What follows belongs to an exercise in optimizing a design on an open flow for small area; a production flow would make more cautious choices. The RTL was checked by simulation tests, not by an equivalence proof against the original design. No run shown here takes its clock network from TritonCTS; it comes from the design's own scripts or RTL. The flow treats the clock pin as an ideal source. Dropping or thinning the clock tree relies on that and would not hold on a real chip. Power and IR drop assume default switching activity.

==> flow/constraint.sdc <==
create_clock -name core_clock -period 5.0 [get_ports {clk}]
set_input_delay 1.0000 -clock core_clock [delete_from_list [all_inputs] [get_ports {clk}]]
set_output_delay 1.0000 -clock core_clock [all_outputs]
set_load 0.01 [all_outputs]
==> flow/standard.sh <==
#!/bin/bash
# synth_recipe.tcl (not shown) runs the flow's synth.tcl, then flattens the netlist and writes it again
# the make line also repeats each setting of config.mk as NAME=value (left out here)
make -C /OpenROAD-flow-scripts/flow DESIGN_CONFIG=/design/flow/config.mk WORK_HOME=/design/flow/orfs CLKGATE_MAP_FILE= SYNTH_SCRIPT=/design/flow/synth_recipe.tcl "${@:-finish}"
==> flow/flow/cts.tcl <==
utl::set_metrics_stage "cts__{}"
source $::env(SCRIPTS_DIR)/load.tcl
source $::env(SCRIPTS_DIR)/lec_check.tcl
erase_non_stage_variables cts
load_design 3_place.odb 3_place.sdc
source_step_tcl PRE CTS

# Clone clock tree inverters next to register loads
# so cts does not try to buffer the inverted clocks.
repair_clock_inverters

proc save_progress { stage } {
  puts "Run 'make gui_$stage.odb' to load progress snapshot"
  orfs_write_db $::env(RESULTS_DIR)/$stage.odb
  orfs_write_sdc $::env(RESULTS_DIR)/$stage.sdc
}

# Run CTS
set cts_args [list \
  -sink_clustering_enable \
  -repair_clock_nets]

append_env_var cts_args CTS_BUF_DISTANCE -distance_between_buffers 1
append_env_var cts_args CTS_CLUSTER_SIZE -sink_clustering_size 1
append_env_var cts_args CTS_CLUSTER_DIAMETER -sink_clustering_max_diameter 1
append_env_var cts_args CTS_BUF_LIST -buf_list 1
append_env_var cts_args CTS_LIB_NAME -library 1


if { [env_var_exists_and_non_empty CTS_ARGS] } {
  set cts_args $::env(CTS_ARGS)
}

set_dont_use $::env(DONT_USE_CELLS)

proc my_clock_buffers { } {
  set db [ord::get_db]
  set block [ord::get_db_block]
  set master [$db findMaster $::env(FLOW_CLOCK_BUF)]
  set ngroups $::env(FLOW_CLOCK_GROUPS)
  set src [lindex [get_property [lindex [all_clocks] 0] sources] 0]
  set bterm [$block findBTerm [get_property $src name]]
  set clknet [$bterm getNet]
  set sinks {}
  foreach it [$clknet getITerms] {
    set loc [[$it getInst] getLocation]
    lappend sinks [list $it [lindex $loc 0] [lindex $loc 1]]
  }
  set groups [list $sinks]
  if { $ngroups >= 2 } {
    set s [lsort -integer -index 1 $sinks]
    set h [expr { [llength $s] / 2 }]
    set groups [list [lrange $s 0 [expr { $h - 1 }]] [lrange $s $h end]]
  }
  if { $ngroups >= 4 } {
    set g4 {}
    foreach g $groups {
      set s [lsort -integer -index 2 $g]
      set h [expr { [llength $s] / 2 }]
      lappend g4 [lrange $s 0 [expr { $h - 1 }]] [lrange $s $h end]
    }
    set groups $g4
  }
  set k 0
  foreach g $groups {
    set inst [odb::dbInst_create $block $master "clkbuf_bench_$k"]
    set newnet [odb::dbNet_create $block "clknet_bench_$k"]
    $newnet setSigType CLOCK
    set sx 0
    set sy 0
    foreach e $g {
      set it [lindex $e 0]
      $it disconnect
      $it connect $newnet
      set sx [expr { $sx + [lindex $e 1] }]
      set sy [expr { $sy + [lindex $e 2] }]
    }
    set n [llength $g]
    [$inst findITerm A] connect $clknet
    [$inst findITerm X] connect $newnet
    $inst setLocation [expr { $sx / $n }] [expr { $sy / $n }]
    $inst setPlacementStatus PLACED
    puts "flow: clock buffer $k ($::env(FLOW_CLOCK_BUF)) drives $n sinks"
    incr k
  }
  set_propagated_clock [all_clocks]
}
my_clock_buffers

utl::push_metrics_stage "cts__{}__pre_repair_timing"
log_cmd estimate_parasitics -placement
if { $::env(DETAILED_METRICS) } {
  report_metrics 4 "cts pre-repair-timing"
}
utl::pop_metrics_stage

set_placement_padding -global \
  -left $::env(CELL_PAD_IN_SITES_DETAIL_PLACEMENT) \
  -right $::env(CELL_PAD_IN_SITES_DETAIL_PLACEMENT)

set result [catch { detailed_placement } msg]
if { $result != 0 } {
  save_progress 4_1_error
  error "Detailed placement failed in CTS: $msg"
}

log_cmd estimate_parasitics -placement

if { $::env(CTS_SNAPSHOTS) } {
  save_progress 4_1_pre_repair_hold_setup
}

if { !$::env(SKIP_CTS_REPAIR_TIMING) } {
  if { $::env(EQUIVALENCE_CHECK) } {
    write_eqy_verilog 4_before_rsz.v
  }
  if { $::env(LEC_CHECK) } {
    write_lec_verilog 4_before_rsz_lec.v
  }

  repair_timing_helper

  if { $::env(EQUIVALENCE_CHECK) } {
    run_equivalence_test
  }
  if { $::env(LEC_CHECK) } {
    write_lec_verilog 4_after_rsz_lec.v
    run_lec_test 4_rsz 4_before_rsz_lec.v 4_after_rsz_lec.v
  }

  set result [catch { detailed_placement } msg]
  if { $result != 0 } {
    save_progress 4_1_error
    error "Detailed placement failed in CTS: $msg"
  }

  check_placement -verbose
}

report_metrics 4 "cts final"

source_step_tcl POST CTS

orfs_write_db $::env(RESULTS_DIR)/4_1_cts.odb
orfs_write_sdc $::env(RESULTS_DIR)/4_cts.sdc
==> flow/design.v <==
module DigitalSystemDesigning(
	clk,
	rst,
	sw,
	state_in,
	row,
	col_r,
	col_g,
	seg_row,
	seg_col
);
	input clk,rst,sw;
	input[3:0] state_in;
	output[7:0] row;
	output[7:0] col_r;
	output[7:0] col_g;
	output[7:0] seg_row;
	output[7:0] seg_col;
	localparam GO = 3'd0, LEFT = 3'd1, RIGHT = 3'd2, STOP = 3'd3, OFF = 3'd4, BLANK = 3'd5;
	localparam P_GO = 2'd0, P_L = 2'd1, P_R = 2'd2, P_S = 2'd3;
	reg[4:0] a;
	reg p;
	reg[6:0] c;
	reg[2:0] c8d;
	reg[2:0] e2;
	reg[2:0] e1;
	wire a_0 = (a == 5'b00000);
	wire a_1 = (a == 5'b00001);
	wire a_13 = (a == 5'b10111);
	wire a_24 = (a == 5'b10000);
	wire c_0 = (c == 7'b0000000);
	wire c_62 = (c == 7'b0000010);
	always@(posedge clk)
		if(rst)
			a <= 0;
		else
			a <= {a[3:0], a[4] ^ a[1] ^ (!a[2] && !a[3])};
	always@(posedge clk)
		if(rst)
			c <= 0;
		else if(a_24 && p)
			c <= {c[5:0], c[6] ^ c[0] ^ (!c[0] && !c[1])};
	always@(posedge clk)
		if(rst)
			c8d <= 0;
		else if(a_1 && p && c_62)
			c8d <= c8d + 1'b1;
	always@(posedge clk)
		if(rst)
			e2 <= 0;
		else if(a_13)
			e2 <= e2 + 1'b1;
	always@(posedge clk)
		if(rst)
			e1 <= 0;
		else if(a_1 && p)
			e1 <= e1 + 1'b1;
	wire sec_base = c_0 && (c8d == 3'd4);
	wire tick_1Hz = sec_base && a_0 && p;
	wire tick_1Hz_d = sec_base && a_1 && !p;
	function [7:0] b_step(input [7:0] s);
		b_step = {s[6:0], s[7] ^ s[0] ^ (s[1] && s[3] && !s[6])};
	endfunction
	reg[7:0] b1;
	reg[7:0] y;
	reg flag;
	wire b1_0 = (b1 == 8'h01);
	wire b1_240 = (b1 == 8'h80);
	wire y_0 = (y == 8'h01);
	wire y_239 = (y == 8'h40);
	always@(posedge clk)
		if(rst)
			b1 <= 8'h01;
		else
			b1 <= b_step(b1);
	always@(posedge clk)
		if(rst)
			begin
				y <= 8'h80;
				flag <= 1'b0;
			end
		else if(b1_240)
			begin
				if(!flag)
					begin
						if(y_0)
							begin
								flag <= 1'b1;
								y <= b_step(y);
							end
					end
				else
					begin
						if(y_239)
							begin
								flag <= 1'b0;
								y <= b_step(y);
							end
						else
							y <= b_step(b_step(y));
					end
			end
		else
			y <= b_step(y);
	reg on_d;
	always@(posedge clk)
		on_d <= y_0 || (on_d && !b1_0);
	wire[3:0] ns = sw ? state_in : 4'b1111;
	reg[2:0] cur;
	reg[1:0] prev;
	reg pend;
	reg[3:0] c10l;
	reg[3:0] c10r;
	reg[2:0] c5s;
	always@(posedge clk)
		if(rst)
			c10l <= 0;
		else if(tick_1Hz)
			begin
				if(!pend)
					c10l <= 0;
				else if(prev == P_L)
					c10l <= (c10l == 4'd10) ? 4'd0 : c10l + 1'b1;
			end
	always@(posedge clk)
		if(rst)
			c10r <= 0;
		else if(tick_1Hz)
			begin
				if(!pend)
					c10r <= 0;
				else if(prev == P_R)
					c10r <= (c10r == 4'd10) ? 4'd0 : c10r + 1'b1;
			end
	always@(posedge clk)
		if(rst)
			c5s <= 0;
		else if(tick_1Hz)
			begin
				if(!pend)
					c5s <= 0;
				else if(prev == P_S)
					c5s <= {c5s[1:0], !c5s[2]};
			end
	reg keep;
	always@(*)
		case(prev)
			P_L: keep = pend && (c10l != 4'd10);
			P_R: keep = pend && (c10r != 4'd10);
			P_S: keep = pend && (c5s != 3'b100);
			default: keep = 1'b0;
		endcase
	reg[1:0] m;
	localparam M_GO = 2'd0, M_OFF = 2'd1, M_ACT = 2'd2;
	always@(posedge clk)
		if(rst)
			begin
				m <= M_GO;
				prev <= P_GO;
				pend <= 1'b0;
			end
		else
			case(ns)
				4'b0001:
					begin
						m <= M_ACT;
						prev <= P_L;
						pend <= 1'b1;
					end
				4'b0010:
					begin
						m <= M_ACT;
						prev <= P_R;
						pend <= 1'b1;
					end
				4'b0100:
					begin
						m <= M_ACT;
						prev <= P_S;
						pend <= 1'b1;
					end
				4'b1111:
					m <= M_OFF;
				4'b0000:
					begin
						m <= keep ? M_ACT : M_GO;
						pend <= keep;
					end
				default:
					;
			endcase
	always@(*)
		cur = (m == M_ACT) ? {1'b0, prev} : (m == M_OFF) ? OFF : GO;
	reg[2:0] cur_d;
	always@(posedge clk)
		if(rst)
			cur_d <= BLANK;
		else
			cur_d <= cur;
	always@(posedge clk)
		if(rst)
			p <= 1'b0;
		else if(a_0 && cur_d != BLANK)
			p <= !p;
	wire[2:0] idx = (cur_d == GO) ? e2 : e1;
	reg[2:0] rid;
	always@(posedge clk)
		rid <= idx;
	assign row = (cur_d == BLANK) ? 8'hFF : ~(8'd1 << idx);
	wire[1:0] rm = rid[1:0] ^ {2{rid[2]}};
	wire[1:0] gd = rid[1:0] - c8d[1:0];
	wire g0 = (gd == 2'd0);
	wire g1 = !gd[1];
	wire g2 = gd[0] ^ gd[1];
	wire g3 = gd[1];
	wire[7:0] pat_go = {g0, g1, g2, g3, g3, g2, g1, g0};
	wire tx = (rm == 2'd3);
	wire[7:0] tl = {1'b0, tx, tx, tx, rm != 2'd2, rm != 2'd0, rm[1], tx};
	wire[15:0] tl2 = {tl, tl} >> c8d;
	wire[7:0] arrow = tl2[7:0];
	wire[7:0] arrow_rev = {arrow[0], arrow[1], arrow[2], arrow[3], arrow[4], arrow[5], arrow[6], arrow[7]};
	wire[3:0] xr = 4'b0001 << rm;
	wire[7:0] pat_x = {xr[0], xr[1], xr[2], xr[3], xr[3], xr[2], xr[1], xr[0]};
	assign col_r = (cur_d == STOP) ? pat_x : 8'd0;
	assign col_g = (cur_d == GO) ? (on_d ? pat_go : 8'd0) :
		(cur_d == LEFT) ? arrow :
		(cur_d == RIGHT) ? arrow_rev : 8'd0;
	reg sr7, sr6;
	always@(posedge clk)
		if(rst || !sw)
			begin
				sr7 <= 1'b1;
				sr6 <= 1'b1;
			end
		else
			begin
				sr7 <= p;
				sr6 <= !p;
			end
	assign seg_row = {sr7, sr6, 6'b11_1111};
	wire swd = !(sr7 && sr6);
	reg[3:0] uni;
	reg[3:0] ten;
	always@(posedge clk)
		if(rst)
			begin
				uni <= 0;
				ten <= 0;
			end
		else if(tick_1Hz_d)
			begin
				if(!swd)
					begin
						uni <= 0;
						ten <= 0;
					end
				else if(uni == 4'd9)
					begin
						uni <= 0;
						ten <= (ten == 4'd9) ? 4'd0 : ten + 1'b1;
					end
				else
					uni <= uni + 1'b1;
			end
	wire[3:0] digit = sr6 ? ten : uni;
	reg[7:0] seg;
	always@(*)
		case(digit)
			4'd0: seg = sr6 ? 8'b0000_0000 : 8'b1111_1100;
			4'd1: seg = 8'b0110_0000;
			4'd2: seg = 8'b1101_1010;
			4'd3: seg = 8'b1111_0010;
			4'd4: seg = 8'b0110_0110;
			4'd5: seg = 8'b1011_0110;
			4'd6: seg = 8'b1011_1110;
			4'd7: seg = 8'b1110_0000;
			4'd8: seg = 8'b1111_1110;
			default: seg = 8'b1111_0110;
		endcase
	assign seg_col = swd ? seg : 8'd0;
endmodule
==> flow/config.mk <==
export PLATFORM = sky130hd
export DESIGN_NAME = DigitalSystemDesigning
export DESIGN_NICKNAME = DigitalSystemDesigning
export VERILOG_FILES = /design/flow/design.v
export SDC_FILE = /design/flow/constraint.sdc
export NUM_CORES = 4
export LEC_CHECK = 0
export CAP_MARGIN = 20
export CORE_MARGIN = 2
export CORE_UTILIZATION = 70
export PLACE_DENSITY = 0.75
export SLEW_MARGIN = 20
==> flow/flow/abc_area.script <==
strash
&get -n
&deepsyn -J 1000 -T 900 -S SEED
&put
dch -f
amap
==> flow/flow/run.sh <==
#!/bin/bash
# Layout flow: the standard ORFS flow (standard.sh) run with private copies
# of the ORFS scripts folder in which two files are replaced:
#  - abc_area.script (selected by ABC_AREA=1): an area-oriented ABC script for
#    the combinational logic (ABC's &deepsyn, then area mapping); adders are
#    also left to ABC (ADDER_MAP_FILE empty). Synthesis runs once for each of
#    eight &deepsyn random seeds (four at a time; &deepsyn stops after 1000
#    steps without improvement), and the flow goes on with the smallest
#    netlist. Registers are mapped as in the standard synthesis and keep its
#    cell types and names.
#  - cts.tcl: in place of TritonCTS's H-tree, the clock port drives four
#    clkbuf_8 buffers, each driving the registers of one quarter of them
#    (split at the median x, then at the median y), placed at their centre.
#    The rest of the step (timing repair, detailed placement) is unchanged.
# Ports are buffered with buf_1 cells, and the tie cells are not split per port.
# Each synthesis run logs to synth_s<seed>.log, the rest to standard.log, and
# ORFS's own logs are under orfs/logs.
set -euo pipefail
W=$(pwd)
export ABC_AREA=1
export ADDER_MAP_FILE=
export BUFFER_PORTS_ARGS="-buffer_cell sky130_fd_sc_hd__buf_1"
export FLOW_CLOCK_BUF=sky130_fd_sc_hd__clkbuf_8
export FLOW_CLOCK_GROUPS=4
export SKIP_REPAIR_TIE_FANOUT=1
SEEDS="0 1 2 3 4 5 6 7"
for batch in "0 1 2 3" "4 5 6 7"; do
  for s in $batch; do
    rm -rf "$W/scripts_s$s" "$W/orfs_s$s"
    cp -r "$FLOW_HOME/scripts" "$W/scripts_s$s"
    sed "s/SEED/$s/" "$W/flow/abc_area.script" > "$W/scripts_s$s/abc_area.script"
    cp "$W/flow/cts.tcl" "$W/scripts_s$s/cts.tcl"
    sed "s#WORK_HOME=$W/orfs #WORK_HOME=$W/orfs_s$s #" "$W/standard.sh" > "$W/standard_s$s.sh"
    grep -q "WORK_HOME=$W/orfs_s$s " "$W/standard_s$s.sh"
    (SCRIPTS_DIR="$W/scripts_s$s" bash "$W/standard_s$s.sh" synth > "$W/synth_s$s.log" 2>&1) &
  done
  wait
done
best=""
best_area=""
for s in $SEEDS; do
  stat="$W/orfs_s$s/reports/$FLOW_PLATFORM/DigitalSystemDesigning/base/synth_stat.txt"
  area=$(awk '/Chip area for module/ {print $NF}' "$stat")
  echo "seed $s: synthesized area $area"
  if [[ -z "$best" ]] || awk -v a="$area" -v b="$best_area" 'BEGIN {exit !(a < b)}'; then
    best=$s
    best_area=$area
  fi
done
echo "using seed $best"
rm -rf "$W/orfs"
mv "$W/orfs_s$best" "$W/orfs"
export SCRIPTS_DIR="$W/scripts_s$best"
bash standard.sh > standard.log 2>&1
==> metrics.md, run 1 <==
| Metric | Value |
|---|---|
| Synth Area per Inst | between 7 and 8 µm² |
| Synth top area share | 0.420 |
| CP max stage cell | o21ai_0 |
| Antenna violations before repair | 0 |
| Clk pin slew, worst setup/hold paths | around 0.10 ns |
| Crit path cell chain | clkinv_1 -> o21ai_0 -> nand2_1 -> nor2_1 -> clkinv_1 -> o21ai_0 -> a21oi_1 -> o21a_1 -> nor2_1 -> nor2_1 -> o21ai_0 -> buf_1 |
| # nets final | about 500 |
| Seq/Total Area, Yosys | 0.420 |
| R2R setup slack | 1.72 ns |
| Most common cell after layout, fill and taps aside | nor2_1 |
| Number of global-route vias before repair | 2812 |
| Max IR drop VDD | about 0.27 mV |
| Via count | 3211 |
| N_diodes | 0 |
| Hold WS | between 0.4 and 0.5 ns |
| I/O pin cnt | 47 |
| Worst path max stage delay | 0.49 ns |
| GRT Resource Usage Total | 0.254 |
| Top FF cell, synth | dfxtp_1 |
| Post-synth ARST share | 0 |
| Share of cells above drive strength 1 | 0.0101 |
| Final Skew | ~0.006 ns |
| Sum Neg Setup Slack | 0 ns |
| Final WL | 6.95 mm |
| Via-to-Cell Ratio | about 5.7 |
| Post-CTS Resized | 0 |
| Area growth syn-to-layout | 5.69% |
| Port Buf Inserts | 39 |
| Placed cells | 558 |
| Top cells by area, synth | dfxtp_1, nor2_1, clkinv_1 |
| Startpoint Class | flop |
| Leakage | ~1.2 nW |
| Setup repair bufs after CTS | 0 |
| Syn nets | 471 |
| First-pass GRT wire length | 11.7 mm |
| Critical path peak fanout | 5 |
| Data arrival time of the worst path | ~2.5 ns |
| Pwr dens | between 200 and 300 nW/µm² |
| Row cnt | 25 |
| Mapped Cells | roughly 460 |
| Starting Density | 0.727 |
| Post-synth EDFFs | 0 |
| DR iter-0 viols | 187 |
| WP data required | around 4.0 ns |
| CP Buf/Inv Count | 3 |
| Overflow after GRT | 0 |
| Antenna viol nets, final | 0 |
| Final GP Congestion | 0.987 |
| Final hold violation count | 0 |
| Worst Tran Pin Value | approximately 0.81 ns |
| Core box area | 4720 µm² |
| Fillers | between 300 and 400 |
| Mapped cell area | approximately 3400 µm² |
| Fmax | ~0.29 GHz |
| Fin. max-slew vios | 0 |
| Largest net degree at the start of global routing | 27 |
| Detail Placement HPWL | 5.34 mm |
| Slew headroom | 0.452 |
| Detailed Routing Iterations Pass 1 | 5 |
| Top delay family on crit path | compound AO/OA/AOI/OAI gates |
| Synth Warn # | 1 |
| Status | no timing/DRC/antenna violations |
| Setup crit end kind | primary output |
| RSZ-0062 raised after global routing | false |
| Die area | between 5000 and 6000 µm² |
| Commonest non-fill, non-tap cells in the layout | nor2_1, dfxtp_1, clkinv_1, buf_1, o21ai_0 |
| Crit path time final | approximately 3.5 ns |
| Kind of critical path | reg -> out |
| Hold_buf cts | 0 |
| Max-Cap Viols | 0 |
| Die Ht | 74.0 µm |
| Filler-free cell count of the finished design | 562 |
| Residual DRC | 0 |
| Synth unique cells | 35 |
| Worst-Skew Late Latency | 0.16 ns |
| Yosys reg bits | roughly 70 |
| Period utilisation layout | 0.697 |
| Setup violations, final | 0 |
| Die width | 74.0 µm |
| Drt wl/cell | about 12 µm |
| Tightest Hold Check Type | reg -> reg |
| Yosys top cell by area | dfxtp_1 |
==> worst reg2reg max path: stages, from the launching register on <==
cell and delay (ns):
dfxtp_1 0.43, clkinv_1 0.23, nor2_1 0.23, nand3_1 0.11, or3_1 0.36, or3_1 0.37
nor2_1 0.23, clkinv_1 0.14, nor2_1 0.20, nand2_1 0.12, nor2_1 0.22, nand2_1 0.08
o21ai_0 0.11, nand2_1 0.11, a21oi_1 0.16, nor3_1 0.06
==> registers in the layout (all words and copies together), names as in the netlist, 2 cells and up <==
signal	cells
a	5
m	2
c10r	4
c10l	4
cur_d	3
c	7
ten	4
e2	3
c5s	3
b1	8
y	8
prev	2
rid	3
e1	3
c8d	3
uni	4
==> layout make-up <==
type | count | area, µm² | area share
inverter | 61 | 229 | 0.0631
timing repair buffer | 40 | 154 | 0.0424
sequential | 72 | 1440 | 0.397
tap | 67 | 83.8 | 0.0231
buffer | 4 | 55.1 | 0.0152
multi-input combinational | 318 | 1670 | 0.459
==> Yosys cell counts, types with 5 or more instances <==
library cell	count
a211oi_1	8
a21oi_1	20
buf_4	13
clkinv_1	61
dfxtp_1	72
nand2_1	34
nand3_1	12
nor2_1	74
nor2b_1	9
nor3_1	31
nor4_1	5
o21a_1	6
o21ai_0	37
o22a_1	7
o22ai_1	21
or2_0	5
or3_1	16
==> layer usage <==
| metal | GRT usage | wire length, µm | up-vias |
|---|---|---|---|
| met1 | 0.340 | 3230 | 1462 |
| met5 | 0 | 0 | - |
| met4 | 0.0182 | 19 | 0 |
| met2 | 0.472 | 3410 | 79 |
| met3 | 0.0149 | 284 | 2 |
| li1 | - | - | 1668 |
==> worst paths after layout <==
check,from,to,depth (start not counted)
setup reg to reg,c8d[2],ten[1],15
setup / recovery,rid[1],col_g[3],12
hold / removal,a[2],a[3],2
hold reg to reg,a[2],a[3],2
==> power breakdown <==
part | switching (mW) | leakage (nW) | internal (mW)
clock network | 0.138 | 0.0288 | 0.0745
logic | 0.0786 | 0.571 | 0.0381
registers | 0.0132 | 0.586 | 0.589
==> cells by family (layout without fill, tap and decap cells) <==
family | count (synthesis) | after routing | share of synthesized area
flip-flops | 72 | 72 | 0.420
buffers and inverters | 74 | 105 | 0.0951
AO/OA/AOI/OAI | 118 | 118 | 0.216
AND/OR/NAND/NOR | 198 | 198 | 0.267
other | 2 | 2 | 0.00219
==> per-stage QoR <==
| step | utilization | setup WS, ns | power, mW | cell area, µm² |
|---|---|---|---|---|
| floorplan | - | 2.10 | 0.701 | 3430 |
| global placement | 0.757 | 1.79 | 0.726 | 3570 |
| detailed placement | 0.757 | 1.76 | 0.730 | 3570 |
| CTS | 0.768 | 1.55 | 0.933 | 3630 |
| global route | 0.768 | 1.25 | 0.971 | 3630 |
| finish | 0.768 | 1.52 | 0.932 | 3630 |
==> run 2: changes to the inputs <==
--- a/flow/flow/run.sh
+++ b/flow/flow/run.sh
@@ -6,3 +6,3 @@
 #    also left to ABC (ADDER_MAP_FILE empty). Synthesis runs once for each of
-#    eight &deepsyn random seeds (four at a time; &deepsyn stops after 1000
+#    twelve &deepsyn random seeds (four at a time; &deepsyn stops after 1000
 #    steps without improvement), and the flow goes on with the smallest
@@ -25,4 +25,4 @@
 export SKIP_REPAIR_TIE_FANOUT=1
-SEEDS="0 1 2 3 4 5 6 7"
-for batch in "0 1 2 3" "4 5 6 7"; do
+SEEDS="0 1 2 3 4 5 6 7 8 9 10 11"
+for batch in "0 1 2 3" "4 5 6 7" "8 9 10 11"; do
   for s in $batch; do
@@ -42,2 +42,6 @@
   stat="$W/orfs_s$s/reports/$FLOW_PLATFORM/DigitalSystemDesigning/base/synth_stat.txt"
+  if [[ ! -f "$stat" || ! -f "$W/orfs_s$s/results/$FLOW_PLATFORM/DigitalSystemDesigning/base/1_synth.odb" ]]; then
+    echo "seed $s: synthesis failed"
+    continue
+  fi
   area=$(awk '/Chip area for module/ {print $NF}' "$stat")
==> run 2 against run 1 <==
  * Largest power group unchanged
  * Global-route usage up 0.081 points
  * Worst setup slack improved by 0.064 ns
  * Critical endpoint is now seg_col[3]
  * Register-to-register slack better by 0.24 ns
  * Highest routed layer unchanged
  * Synthesized cell count down 0.86%
  * Sequential cell count unchanged
  * Critical path depth fell by 2
  * Cell count fell by 0.71%
  * Utilization fell by 0.42 points
  * Clock skew decreased by 0.0017 ns
  * Largest cell class unchanged
==> metrics.md, run 2 <==
| Metric | Value |
|---|---|
| Clk pin slew, worst setup/hold paths | 0.10 ns (about the same) |
| Synth Area per Inst | 7.42 µm² (was 7.40 µm²) |
| Drt wl/cell | 12.3 µm (was 12.4 µm) |
| Max-Cap Viols | 0 (unchanged) |
| RSZ-0062 raised after global routing | false (unchanged) |
| Area growth syn-to-layout | 5.72% (was 5.69%) |
| Worst path max stage delay | 0.49 ns (about the same) |
| Antenna violations before repair | 0 (unchanged) |
| Top cells by area, synth | dfxtp_1, nor2_1, clkinv_1 (unchanged) |
| Largest net degree at the start of global routing | 19 (was 27) |
| Crit path cell chain | clkinv_1 -> o22ai_1 -> nand2_1 -> a31oi_1 -> a21oi_1 -> a31oi_1 -> nor2_1 -> clkinv_1 -> o2111a_1 -> buf_1 (was clkinv_1 -> o21ai_0 -> nand2_1 -> nor2_1 -> clkinv_1 -> o21ai_0 -> a21oi_1 -> o21a_1 -> nor2_1 -> nor2_1 -> o21ai_0 -> buf_1) |
| Top delay family on crit path | compound AO/OA/AOI/OAI gates (unchanged) |
| Mapped cell area | 3410 µm² (was 3430 µm²) |
| Placed cells | 554 (was 558) |
| I/O pin cnt | 47 (unchanged) |
| Post-CTS Resized | 0 (unchanged) |
| Commonest non-fill, non-tap cells in the layout | nor2_1, clkinv_1, dfxtp_1, buf_1, nand2_1 (was nor2_1, dfxtp_1, clkinv_1, buf_1, o21ai_0) |
| Syn nets | 467 (was 471) |
| Internal power | 698 µW (was 702 µW) |
| Final GP Congestion | 0.945 (was 0.987) |
| Overflow after GRT | 0 (unchanged) |
| GRT Resource Usage Total | 0.255 (was 0.254) |
| Critical path peak fanout | 8 (was 5) |
| Detailed Routing Iterations Pass 1 | 4 (was 5) |
| Worst-Skew Late Latency | 0.16 ns (about the same) |
| Row cnt | 25 (unchanged) |
| Detail Placement HPWL | 5.34 mm (about the same) |
| Count leader, synth | nor2_1 (unchanged) |
| Seq/Total Area, Yosys | 0.422 (was 0.420) |
| Most common cell after layout, fill and taps aside | nor2_1 (unchanged) |
| Total power | 922 µW (was 932 µW) |
| Synth unique cells | 34 (was 35) |
| Slew headroom | 0.403 (was 0.452) |
| Mapped Cells | 460 (was 464) |
| Residual DRC | 0 (unchanged) |
| Post-synth EDFFs | 0 (unchanged) |
| N_diodes | 0 (unchanged) |
| Die area | 5450 µm² (was 5480 µm²) |
| Seq pwr share | 0.654 (was 0.647) |
| Sw Ratio | 0.242 (was 0.246) |
| Final WL | 6.86 mm (was 6.95 mm) |
| Setup violations, final | 0 (unchanged) |
| Filler-free cell count of the finished design | 558 (was 562) |
| Final WS setup | 1.58 ns (was 1.52 ns) |
| Startpoint Class | flop (unchanged) |
| Die width | 73.8 µm (was 74.0 µm) |
| Die Ht | 73.8 µm (was 74.0 µm) |
| Final Skew | 0.00424 ns (was 0.00591 ns) |
| Yosys reg bits | 72 (unchanged) |
| Status | no timing/DRC/antenna violations (unchanged) |
| Hold WS | 0.440 ns (was 0.444 ns) |
| DR iter-0 viols | 200 (was 187) |
| Worst Tran Pin Value | 0.885 ns (was 0.814 ns) |
| Commonest cells post-synth | nor2_1, clkinv_1, dfxtp_1, nand2_1, o21ai_0 (was nor2_1, dfxtp_1, clkinv_1, o21ai_0, nand2_1) |
| Fmax | 0.292 GHz (was 0.287 GHz) |
| Sw power | 224 µW (was 230 µW) |
| Hold_buf cts | 0 (unchanged) |
| Post-synth ARST share | 0 (unchanged) |
| Starting Density | 0.723 (was 0.727) |
| Antenna viol nets, final | 0 (unchanged) |
| Final hold violation count | 0 (unchanged) |
| Max IR drop VDD | 0.245 mV (was 0.272 mV) |
| First-pass GRT wire length | 11.6 mm (was 11.7 mm) |
| # nets final | 500 (was 504) |
| Setup WS pre-CTS | 1.84 ns (was 1.76 ns) |
| Crit path time final | 3.42 ns (was 3.48 ns) |
| Pwr dens | 256 nW/µm² (was 257 nW/µm²) |
| WP data required | 4.00 ns (about the same) |
| Yosys top cell by area | dfxtp_1 (unchanged) |
| Via count | 3200 (was 3211) |
| Gate power share | 0.118 (was 0.125) |
| Number of global-route vias before repair | 2740 (was 2812) |
| CP max stage cell | dfxtp_1 (was o21ai_0) |
| Data arrival time of the worst path | 2.42 ns (was 2.48 ns) |
| Top FF cell, synth | dfxtp_1 (unchanged) |
| Clock Power Share | 0.228 (about the same) |
| Port Buf Inserts | 39 (unchanged) |
| Synth top area share | 0.422 (was 0.420) |
| Largest regs | b1 x8, y x8, c x7 (unchanged) |
| Setup crit end kind | primary output (unchanged) |
| Tightest Hold Check Type | reg -> reg (unchanged) |
| Fin. max-slew vios | 0 (unchanged) |
| Core box area | 4720 µm² (unchanged) |
| Period utilisation layout | 0.684 (was 0.697) |
| CP Buf/Inv Count | 3 (unchanged) |
| Fillers | 376 (was 379) |
| Kind of critical path | reg -> out (unchanged) |
| Share of cells above drive strength 1 | 0.0102 (was 0.0101) |
| Sum Neg Setup Slack | 0 ns (unchanged) |
| Synth Warn # | 1 (unchanged) |
| Leakage | 1.16 nW (was 1.19 nW) |
| Via-to-Cell Ratio | 5.73 (was 5.71) |
| Setup repair bufs after CTS | 0 (unchanged) |
==> run 2: changes by cell type after synthesis, sizes merged, moves of 3 or more <==
cell and delta:
clkinv +14, a21oi -11, nor3 -11, a211oi +8
o21ai -7, o22a -7, o22ai +7, a311oi +3
nor2 +3
==> run 2: final timing paths <==
check / startpoint / end / slack (ns) / cells past startpoint
worst max-delay path: sr6 / seg_col[3] / 1.58 / 10
worst min-delay path: a[2] / a[3] / 0.44 / 2
worst max register to register: a[3] / ten[1] / 1.96 / 12
worst min register to register: a[2] / a[3] / 0.44 / 2
==> run 2: kinds of logic (layout without fill, tap and decap cells) <==
| logic type | count (synthesis) | count (layout) | share of synthesized area |
|---|---|---|---|
| other | 2 | 2 | 0.00220 |
| AND/OR/NAND/NOR | 184 | 184 | 0.246 |
| buffers and inverters | 88 | 119 | 0.111 |
| flip-flops | 72 | 72 | 0.422 |
| AO/OA/AOI/OAI | 114 | 114 | 0.219 |
==> run 2: cell type report <==
class                           instances  area [µm²]  area share
Sequential cell                        72        1440       0.399
Timing Repair Buffer                   40         154      0.0426
Multi-Input combinational cell        300        1590       0.441
Tap cell                               67        83.8      0.0232
Inverter                               75         282      0.0780
Buffer                                  4        55.1      0.0153
==> run 2: per-stage QoR <==
stage / area [µm²] / utilization
global route: 3610 / 0.764
global placement: 3550 / 0.752
floorplan: 3410 / -
finish: 3610 / 0.764
CTS: 3610 / 0.764
detailed placement: 3550 / 0.752
==> run 2: power groups by stage <==
stage	Clock [mW]	Sequential [mW]	Combinational (mW)
2_1_floorplan	0	0.612	0.0832
3_3_place_gp	0	0.616	0.104
3_5_place_dp	0	0.616	0.107
4_1_cts	0.214	0.603	0.108
5_1_grt	0.233	0.606	0.125
6_report	0.210	0.603	0.108
==> run 2: tightest hold or removal path: stages (launching register included) <==
cell and delay [ns]:
dfxtp_1 0.32, clkinv_1 0.05, nor2_1 0.04
==> run 2: layer usage <==
| metal | wire length, µm | GRT usage | share of wire | up-vias |
|---|---|---|---|---|
| li1 | - | - | - | 1658 |
| met1 | 3210 | 0.343 | 0.47 | 1461 |
| met2 | 3300 | 0.462 | 0.48 | 73 |
| met3 | 274 | 0.0178 | 0.040 | 8 |
| met4 | 72 | 0.0263 | 0.010 | 0 |
| met5 | 0 | 0 | 0 | - |

[static timing again, ports no longer ideal]
How much do the figures lean on ideal ports? The routed layouts below were timed once more, with nothing changed but the port constraints.
Step 1, drivers: a clkbuf_16 drives clk and a buf_2 each remaining input, both assumed.
Step 2 times the ports against the registers' clock, not the clock port: input delays grow and output delays shrink by t, the midpoint of the rising clock arrivals with the driver on.
Three values: no drivers, after step 1, after step 2; two values: the first two.
| run | t, ns | setup slack, ns | worst register clock-pin slew, ns |
|---|---|---|---|
| run 1 | 0.212 | 1.516 / 1.463 / 1.675 | 0.11 / 0.11 |
| run 2 | 0.211 | 1.579 / 1.525 / 1.736 | 0.10 / 0.10 |
After both steps setup and hold are still met in every run listed.
